Context: an optimization exercise on an open-source flow, tuned for small area. The choices shown serve that exercise and are no tape-out recipe. In this exercise RTL edits were held to simulation tests only and were not proved equivalent to the original. The clock input has no modelled driver; a real chip could not lean on it and would need a root buffer or a full tree.

## alpha
==> flow/design.v <==
`timescale 1ns / 1ps
module Top(
    input  [15:0] sw,
    input         Clk_100MHz,
    input         rst,
    output [15:0] led,
    output [3:0]  Anode_A,
    output [6:0]  LED_out
    );
    assign led = sw;
    wire [5:0] X = sw[11:6];
    wire [5:0] Y = sw[5:0];
    wire op_add = sw[15];
    wire op_sub = ~sw[15] & sw[14];
    wire op_div = ~sw[15] & ~sw[14] & sw[13];
    wire op_mul = ~sw[15] & ~sw[14] & ~sw[13] & sw[12];
    reg  [6:0]  cnt;         
    reg  [12:0] B;           
    reg  [3:0]  D;           
    wire [4:0] c = cnt[4:0];
    wire [1:0] p = cnt[6:5];
    wire ld    = (c == 5'd0);
    wire mstep = op_mul & ~c[4] & (c[3:0] != 4'd0) & (c[3:0] != 4'd14) & (c[3:0] != 4'd15);
    wire dstep = op_div & ~c[4] & ~c[3] & (c[2:0] != 3'd0) & (c[2:0] != 3'd7);
    wire clr   = op_div & (c == 5'd7);
    wire cv    = c[4] & (c[3] & c[2] | c[3] & p[0] | c[2] & p[1] | p[1] & p[0]
                         | (c[3] | c[2]) & (p[1] | p[0]) & (c[3] | p[1]));
    wire [1:0] lvl = {c[3] ^ p[1] ^ (c[2] | p[0]), ~(c[2] ^ p[0])};
    wire dbz   = (Y == 6'd0);
    reg [6:0] Kh;
    always @(*) begin
        case (lvl)
            2'd0: Kh = 7'b1111101;
            2'd1: Kh = 7'b1100100;
            2'd2: Kh = 7'b1010000;
            default: Kh = 7'b1000000;
        endcase
    end
    wire csh = cv & (c[1:0] != 2'd0);    
    wire aX  = ld & (op_add | op_sub | op_div | op_mul);
    wire aSh = mstep | dstep | csh;
    wire aB  = ~ld & ~aSh;
    wire eY  = ld & (op_add | op_sub) | mstep & B[12];
    wire inv = ld & op_sub;
    wire [12:0] Bsh = {B[11:0], 1'b0};
    wire [12:0] A, Bop;
    genvar gi;
    generate for (gi = 0; gi < 13; gi = gi + 1) begin : g_op
        if (gi < 6) begin : g_lo
            assign A[gi] = (aX & X[gi]) | (aSh & Bsh[gi]) | (aB & B[gi]);
            assign Bop[gi] = ((eY & Y[gi]) ^ inv) | dstep | cv;
        end else begin : g_hi
            assign A[gi] = (aSh & Bsh[gi]) | (aB & ~clr & B[gi]);
            assign Bop[gi] = inv | (dstep & ~(gi < 12 ? Y[gi-6] : 1'b0)) | (clr & dbz)
                           | (cv & ~Kh[gi-6]);
        end
    end endgenerate
    wire cin = inv | dstep | cv;
    wire [13:0] cy;
    wire [12:0] sum;
    assign cy[0] = cin;
    generate for (gi = 0; gi < 13; gi = gi + 1) begin : g_add
        assign sum[gi] = A[gi] ^ Bop[gi] ^ cy[gi];
        assign cy[gi+1] = (A[gi] & Bop[gi]) | (cy[gi] & (A[gi] ^ Bop[gi]));
    end endgenerate
    wire cout = cy[13] | (aSh & B[12]);    
    wire keep = (dstep | cv) & ~cout;    
    always @(posedge Clk_100MHz) begin
        if (rst) cnt <= 7'd0;
        else cnt <= cnt + 7'd1;
        B[12:1] <= keep ? A[12:1] : sum[12:1];
        B[0] <= (dstep | cv & (c[1] | c[0] | c[3] & c[2])) ? cout : (keep ? A[0] : sum[0]);
        if (rst) D <= 4'b1100;
        else if (c == 5'd31) D <= {B[2:0], cout};
    end
    wire blank = D[3] & D[2];
    assign Anode_A[3] = blank | (p != 2'd1);
    assign Anode_A[2] = blank | (p != 2'd2);
    assign Anode_A[1] = blank | (p != 2'd3);
    assign Anode_A[0] = blank | (p != 2'd0);
    reg [6:0] seg;
    always @(*) begin
        seg = 7'b0001111;
        if (D == 4'd0) seg = 7'b0000001;
        if (D == 4'd1) seg = 7'b1001111;
        if (D == 4'd2) seg = 7'b0010010;
        if (D == 4'd3) seg = 7'b0000110;
        if (D == 4'd4) seg = 7'b1001100;
        if (D == 4'd5) seg = 7'b0100100;
        if (D == 4'd6) seg = 7'b0100000;
        if (D == 4'd7) seg = 7'b0001111;
        if (D == 4'd8) seg = 7'b0000000;
        if (D == 4'd9) seg = 7'b0000100;
        if (D == 4'd10) seg = 7'b0010000;
        if (D == 4'd11) seg = 7'b0000110;
        if (D == 4'd12) seg = 7'b0000001;
        if (D == 4'd13) seg = 7'b0100101;
        if (D == 4'd14) seg = 7'b0100001;
    end
    assign LED_out = seg;
endmodule
==> flow/config.mk <==
export PLATFORM = sky130hd
export DESIGN_NAME = Top
export DESIGN_NICKNAME = Top
export VERILOG_FILES = /design/flow/design.v
export SDC_FILE = /design/flow/constraint.sdc
export NUM_CORES = 4
export LEC_CHECK = 0
export ABC_AREA = 1
export CAP_MARGIN = 20
export CORE_MARGIN = 2
export CORE_UTILIZATION = 40
export SLEW_MARGIN = 20
==> flow/constraint.sdc <==
create_clock -name core_clock -period 40.0 [get_ports {Clk_100MHz}]
set_input_delay 8.0000 -clock core_clock [delete_from_list [all_inputs] [get_ports {Clk_100MHz}]]
set_output_delay 8.0000 -clock core_clock [all_outputs]
set_load 0.01 [all_outputs]
standard.sh (not shown) runs the stock make flow with config.mk's settings and CLKGATE_MAP_FILE= SYNTH_SCRIPT=/design/flow/synth_recipe.tcl, a recipe that flattens the netlist after the stock synthesis.
==> flow/flow/run.sh <==
#!/bin/bash
# Own layout flow: the standard layout (standard.sh) with these changes:
#  - synthesis runs synth_recipe.tcl's steps, but extracts full adders only and maps with
#    several area-oriented ABC scripts (flow/abc_*.abc), keeping the smallest result
#    (flow/synth.tcl); registers, their names and cells are unchanged;
#  - port buffers are sky130_fd_sc_hd__buf_1 instead of ORFS's default choice;
#  - clock tree: three clkbuf_4 fed by the clock port, each driving a third of the
#    flip-flops (flow/pre_cts.tcl, in place of TritonCTS);
#  - timing-driven placement does not keep its repair buffers (GPL_KEEP_OVERFLOW=0).
# Each step's output goes to its own log in the work folder.
set -euo pipefail
W=$(pwd)
export MY_ABC_SCRIPTS="$(ls $W/flow/abc_*.abc | tr '\n' ' ')"
export PRE_CTS_TCL=$W/flow/pre_cts.tcl CLKBUF_CELL=sky130_fd_sc_hd__clkbuf_4 CLKBUF_N=3 CLKBUF_PORT=Clk_100MHz
export GPL_KEEP_OVERFLOW=0
export BUFFER_PORTS_ARGS="-buffer_cell sky130_fd_sc_hd__buf_1"
sed "s#\(SYNTH_SCRIPT=\)'\?[^ ']*synth_recipe\.tcl'\?#\1$W/flow/synth.tcl#" standard.sh > own_standard.sh
grep -q "SYNTH_SCRIPT=$W/flow/synth.tcl" own_standard.sh
bash own_standard.sh synth > synth.log 2>&1
bash own_standard.sh floorplan > floorplan.log 2>&1
bash own_standard.sh place > place.log 2>&1
bash own_standard.sh cts > cts.log 2>&1
bash own_standard.sh route > route.log 2>&1
bash own_standard.sh finish > finish.log 2>&1
==> flow/flow/pre_cts.tcl <==
# Sourced by ORFS's cts.tcl (PRE_CTS_TCL). Replaces TritonCTS for this small design:
# the clock port drives CLKBUF_N buffers (CLKBUF_CELL), each driving the clock pins of
# one group of flip-flops, grouped by x position and placed at the group's centre.
# cts.tcl then legalizes the placement and repairs timing as usual.
proc clock_tree_synthesis { args } {
  set block [ord::get_db_block]
  set master [[ord::get_db] findMaster $::env(CLKBUF_CELL)]
  set k $::env(CLKBUF_N)
  set clknet [[[$block findBTerm $::env(CLKBUF_PORT)] getNet] getName]
  set clknet [$block findNet $clknet]
  set sinks {}
  foreach it [$clknet getITerms] {
    set loc [[$it getInst] getLocation]
    lappend sinks [list [lindex $loc 0] [lindex $loc 1] $it]
  }
  set sinks [lsort -integer -index 0 $sinks]
  set n [llength $sinks]
  for {set g 0} {$g < $k} {incr g} {
    set lo [expr {$g * $n / $k}]
    set hi [expr {($g + 1) * $n / $k - 1}]
    set newnet [odb::dbNet_create $block clknet_$g]
    $newnet setSigType CLOCK
    set sx 0; set sy 0; set m 0
    foreach s [lrange $sinks $lo $hi] {
      lassign $s x y it
      set sx [expr {$sx + $x}]; set sy [expr {$sy + $y}]; incr m
      $it disconnect
      $it connect $newnet
    }
    set buf [odb::dbInst_create $block $master clkbuf_$g]
    [$buf findITerm A] connect $clknet
    [$buf findITerm X] connect $newnet
    $buf setLocation [expr {$sx / $m}] [expr {$sy / $m}]
    $buf setPlacementStatus PLACED
    puts "clock buffer clkbuf_$g ($::env(CLKBUF_CELL)) drives $m flip-flop clock pins"
  }
}
Other scripts of this flow, unchanged in this note and not shown: flow/flow/abc_amap.abc, flow/flow/abc_amap_f.abc, flow/flow/abc_c2rs2_amap.abc, flow/flow/abc_c2rs_amap.abc, flow/flow/abc_c2rs_amapf.abc, flow/flow/abc_c2rs_amapm.abc, flow/flow/abc_c2rs_mapa.abc, flow/flow/abc_c2rs_nf.abc, flow/flow/abc_c2rs_nff.abc, flow/flow/abc_dc2_amap.abc, flow/flow/abc_dc2_map.abc, flow/flow/abc_fr_amap.abc, flow/flow/abc_fr_c2rs_amap.abc, flow/flow/abc_map_a.abc, flow/flow/abc_nf.abc, flow/flow/abc_nf_f.abc, flow/flow/abc_resyn2x_amap.abc, flow/flow/abc_resyn_amap.abc, flow/flow/abc_resyn_nf.abc, flow/flow/abc_synch_amap.abc, flow/flow/synth.tcl
Per the final summary, alpha finished and its layout is clean on timing, DRC and antenna.
Edits applied to the flow inputs when going from alpha to beta:
- an added CTS_BUF_LIST of sky130_fd_sc_hd__clkbuf_8
diff --git a/flow/flow/run.sh b/flow/flow/run.sh
--- a/flow/flow/run.sh
+++ b/flow/flow/run.sh
@@ -7,2 +7 @@
-#  - clock tree: three clkbuf_4 fed by the clock port, each driving a third of the
-#    flip-flops (flow/pre_cts.tcl, in place of TritonCTS);
+#  - clock tree of clkbuf_8 only, without dummy loads (CTS_ARGS);
@@ -14 +13 @@
-export PRE_CTS_TCL=$W/flow/pre_cts.tcl CLKBUF_CELL=sky130_fd_sc_hd__clkbuf_4 CLKBUF_N=3 CLKBUF_PORT=Clk_100MHz
+export CTS_ARGS="-sink_clustering_enable -repair_clock_nets -buf_list sky130_fd_sc_hd__clkbuf_8 -dont_use_dummy_load"
removed: flow/flow/pre_cts.tcl
Notes after the runs:
Clock period minus final worst setup slack, alpha and beta, higher one = alpha. Cell area went up slightly going from alpha to beta. Compared beta vs alpha, and final worst-path setup slack is up in beta. Taking alpha as the reference, in beta number of vias in the routed layout went up, synthesis-to-layout area growth increased by 1.1 points relative to the old numbers.
In alpha the design's own scripts or RTL, not TritonCTS, make the clock network.

-- static timing again, ports no longer ideal --
No port has a modelled driver above. Below, the same layouts with a new extraction and two added sets of constraints.
Step 1, drivers: a clkbuf_16 drives Clk_100MHz and a buf_2 each remaining input, both assumed.
Step 2, shift: input delay + t, output delay - t, t = (earliest + latest rising clock arrival at the registers) / 2. This alone moves slack from input paths to output paths.
Slacks: no drivers / after step 1 / after step 2; pairs: no drivers / after step 1.
run	shift t [ns]	setup WS [ns]	slew at the worst register clock pin (ns)	worst slew at a driven data input, ns
alpha	0.191	23.688 / 23.664 / 23.664	0.11 / 0.11	0.03
beta	0.289	23.695 / 23.672 / 23.672	0.10 / 0.10	0.03
After both steps setup and hold are still met in every run listed. The setup slack of alpha, which loses most, moves by -0.024 ns with the drivers and by -0.024 ns with both steps.
